This design comes from an exercise in tuning for small area and a short achievable clock period on the open sky130 flow, not from production work. Only simulation tests tie the RTL to the original design; equivalence was not proved.

==> v15: inputs <==
// unified_computing_system
module unified_computing_system (
    input      [15:0] d_a, input [15:0] d_b, input [1:0] op_code,
    input clk, input rstn, input en_a, input en_b, input en_result,
    input cin, input bin,
    output reg [31:0] result, output reg [15:0] remainder,
    output reg cout, output reg bout, output reg overflow_flag, output reg error_flag);
export LEC_CHECK = 0
export ABC_AREA = 1
export CAP_MARGIN = 20
export CORE_MARGIN = 2
export CORE_UTILIZATION = 70
export SLEW_MARGIN = 20
create_clock -name core_clock -period 26.0 [get_ports {clk}]
standard.sh (not shown) runs the stock make flow with config.mk's settings and CLKGATE_MAP_FILE= SYNTH_SCRIPT=/design/flow/synth_recipe.tcl, a recipe that flattens the netlist after the stock synthesis.
==> flow/flow/run.sh <==
#!/bin/bash
# Standard ORFS layout, with a larger setup repair margin and minimum-size port buffers.
set -euo pipefail
bash standard.sh SETUP_SLACK_MARGIN=14 "BUFFER_PORTS_ARGS=-buffer_cell sky130_fd_sc_hd__buf_1" "SYNTH_ARGS=-noabc" finish > standard_flow.log 2>&1
==> inputs of v3, as changes to v15 <==
CORE_UTILIZATION = 60   (was 70)
==> impl_metrics.env <==
export IMPL_post_route_wl_um=91600
export IMPL_rows=75
export IMPL_worstSkewPairLatency_ns=0.40
export IMPL_crit_arrival_ns=11.70
export IMPL_placedCellCount=4510
export IMPL_antenna_violations_before_repair=2
export IMPL_floorplan_die_height_um=209
export IMPL_run_status="complete, no violations"
export IMPL_core_area_um2=41700
export IMPL_chipWidth_um=209
export IMPL_via_per_inst=5.83
export IMPL_antennaDiodeCount=1
(the above is from v3)
==> impl_metrics.env <==
export IMPL_placedCellCount=4429
export IMPL_core_area_um2=35500
export IMPL_sequential_cell_area_um2=1700
export IMPL_antenna_violations_before_repair=3
export IMPL_chipWidth_um=194
export IMPL_full_die_area_um2=37500
export IMPL_crit_arrival_ns=12.01
export IMPL_antennaDiodeCount=3
export IMPL_post_route_wl_um=91400
export IMPL_rows=69
export IMPL_parity_gate_share_of_the_synthesized_area_counting_xor_and_xnor_cells=0.0379
export IMPL_run_status="complete, no violations"
(the above is from v15)

========
==> run B <==
unified_computing_system, a different RTL version from the one above (not shown whole).
## unified_computing_system
module unified_computing_system (
    input      [15:0] d_a, input [15:0] d_b, input [1:0] op_code,
    input clk, input rstn, input en_a, input en_b, input en_result,
    input cin, input bin,
    output reg [31:0] result, output reg [15:0] remainder,
    output reg cout, output reg bout, output reg overflow_flag, output reg error_flag);
clock: 26.0 ns
lec_check: 0
cap_margin: 20
core_margin: 2
core_utilization: 60
slew_margin: 20
run.sh (not shown) runs the stock make flow with config.mk's settings and CLKGATE_MAP_FILE= SYNTH_SCRIPT=/design/flow/synth_recipe.tcl, a recipe that flattens the netlist after the stock synthesis.
Stock flow here: none of the scripts above is used.
==> run P (differences from run B) <==
--- a/flow/config.mk
+++ b/flow/config.mk
@@ -8,4 +8,4 @@
 export CAP_MARGIN = 20
 export CORE_MARGIN = 2
-export CORE_UTILIZATION = 60
+export CORE_UTILIZATION = 40
 export SLEW_MARGIN = 20
==> notes.md <==
Against run B, the routed wire length of run P is larger by about 4.7%. In run P the register-to-register slack is worse than in run B, by 0.44 ns. Between run P and run B, the lower die area is in run B (gap about 50%, measured against run B). Via count: run P is lower than run B (about 0.56%).

========
==> juniper <==
Another version of the RTL of unified_computing_system (not shown whole).
==> flow/config.mk <==
export PLATFORM = sky130hd
export DESIGN_NAME = unified_computing_system
export DESIGN_NICKNAME = unified_computing_system
export VERILOG_FILES = /design/flow/design.v
export SDC_FILE = /design/flow/constraint.sdc
export NUM_CORES = 4
export LEC_CHECK = 0
export CAP_MARGIN = 20
export CORE_MARGIN = 2
export CORE_UTILIZATION = 60
export SLEW_MARGIN = 20
==> flow/constraint.sdc <==
create_clock -name core_clock -period 26.0 [get_ports {clk}]
set_input_delay 5.2000 -clock core_clock [delete_from_list [all_inputs] [get_ports {clk}]]
set_output_delay 5.2000 -clock core_clock [all_outputs]
set_load 0.01 [all_outputs]
standard.sh (not shown) runs the stock make flow with config.mk's settings and CLKGATE_MAP_FILE= SYNTH_SCRIPT=/design/flow/synth_recipe.tcl, a recipe that flattens the netlist after the stock synthesis.
==> flow/flow/run.sh <==
#!/bin/bash
# Standard ORFS layout, with a larger setup repair margin and minimum-size port buffers.
set -euo pipefail
bash standard.sh SETUP_SLACK_MARGIN=14 "BUFFER_PORTS_ARGS=-buffer_cell sky130_fd_sc_hd__buf_1" finish > standard_flow.log 2>&1
==> sierra (differences from juniper) <==
==> flow/flow/run.sh (replaced) <==
#!/bin/bash
# Standard ORFS layout with: a custom ABC mapping script in synthesis (registers untouched),
# a larger setup repair margin, and minimum-size port buffers.
set -euo pipefail
W=$(pwd)
bash standard.sh "SYNTH_SCRIPT=$W/flow/synth_custom_abc.tcl" "CUSTOM_ABC_SCRIPT=$W/flow/abc_map.script" SYNTH_ARGS=-noabc SETUP_SLACK_MARGIN=10 "BUFFER_PORTS_ARGS=-buffer_cell sky130_fd_sc_hd__buf_1" finish > standard_flow.log 2>&1
==> flow/flow/abc_map.script (new file) <==
strash
dch
map -B 0.9
topo
dnsize -c
==> flow/flow/synth_custom_abc.tcl (new file) <==
# The standard synthesis script (synth_recipe.tcl), except that the final ABC
# technology mapping uses flow/abc_map.script instead of ORFS's ABC script.
proc synth {args} { yosys synth -nofsm -noshare {*}$args }
proc abc {args} {
  set i [lsearch -exact $args -script]
  if {$i >= 0} { lset args [expr {$i+1}] $::env(CUSTOM_ABC_SCRIPT) }
  yosys abc {*}$args
}
source $::env(SCRIPTS_DIR)/synth.tcl
# left out here: clear keep_hierarchy, flatten, clean up, hide names made inside functions, write 1_2_yosys.v
- ABC_AREA: default -> 1
==> results_dict.tcl <==
set metrics [dict create \
    synth.largest_area_cell "nand2_1" \
    multi_input_gates 3011 \
    syn_inst 3678 \
    buf_share_pct 3.749 \
    status "finished clean" \
    wirelength_um 85360 \
    grt_pass1_vias 25883 \
    synth_fa_ha_area_share_pct 28.29 \
    grt.met2_usage_pct 74.07 \
    ff2ff_path_depth 87 \
]
# the run above: sierra

==> results_dict.tcl <==
set metrics [dict create \
    grt.met2_usage_pct 77.57 \
    synth.area.mux_share_pct 3.758 \
    synth_fa_ha_area_share_pct 29.12 \
    synth.largest_area_cell "fa_1" \
    buf_share_pct 11.87 \
    path_max_fanout 49 \
    syn_inst 2971 \
    multi_input_gates 2390 \
    grt_pass1_vias 27020 \
    ff2ff_path_depth 63 \
    status "finished clean" \
    critical_path_arrival_ps 16240 \
    ios 93 \
    grt_pass1_wl_um 157600 \
]
# the run above: juniper

-- separate check: timing with driven ports --
How much do the figures lean on ideal ports? The routed layouts below were timed once more, with nothing changed but the port constraints.
Step 1 (the two cells are an assumption about what drives the block):
set clk [get_ports {clk}]
set_driving_cell -lib_cell sky130_fd_sc_hd__clkbuf_16 $clk
set_driving_cell -lib_cell sky130_fd_sc_hd__buf_2 [delete_from_list [all_inputs] $clk]
Step 2 adds t to the input delays and takes it off the output delays; t is the mean of the earliest and latest rising clock arrival at the registers after step 1. Input paths then give back, and output paths get back, about the clock's delay inside the block.
Three values: ideal ports, drivers, drivers and shift; two values: the first two.
run | shift t [ns] | setup WS [ns] | worst slew at a driven data input, ns
v15 | 0.438 | 14.324 / 14.324 / 14.324 | 0.09
v3 | 0.451 | 14.628 / 14.628 / 14.628 | 0.08
run B | 0.428 | 3.933 / 3.933 / 3.933 | 0.09
run P | 0.451 | 3.495 / 3.495 / 3.495 | 0.04
juniper | 0.471 | 10.049 / 10.049 / 10.049 | 0.07
sierra | 0.441 | 11.239 / 11.239 / 11.239 | 0.04
After both steps every run listed still meets setup and hold.
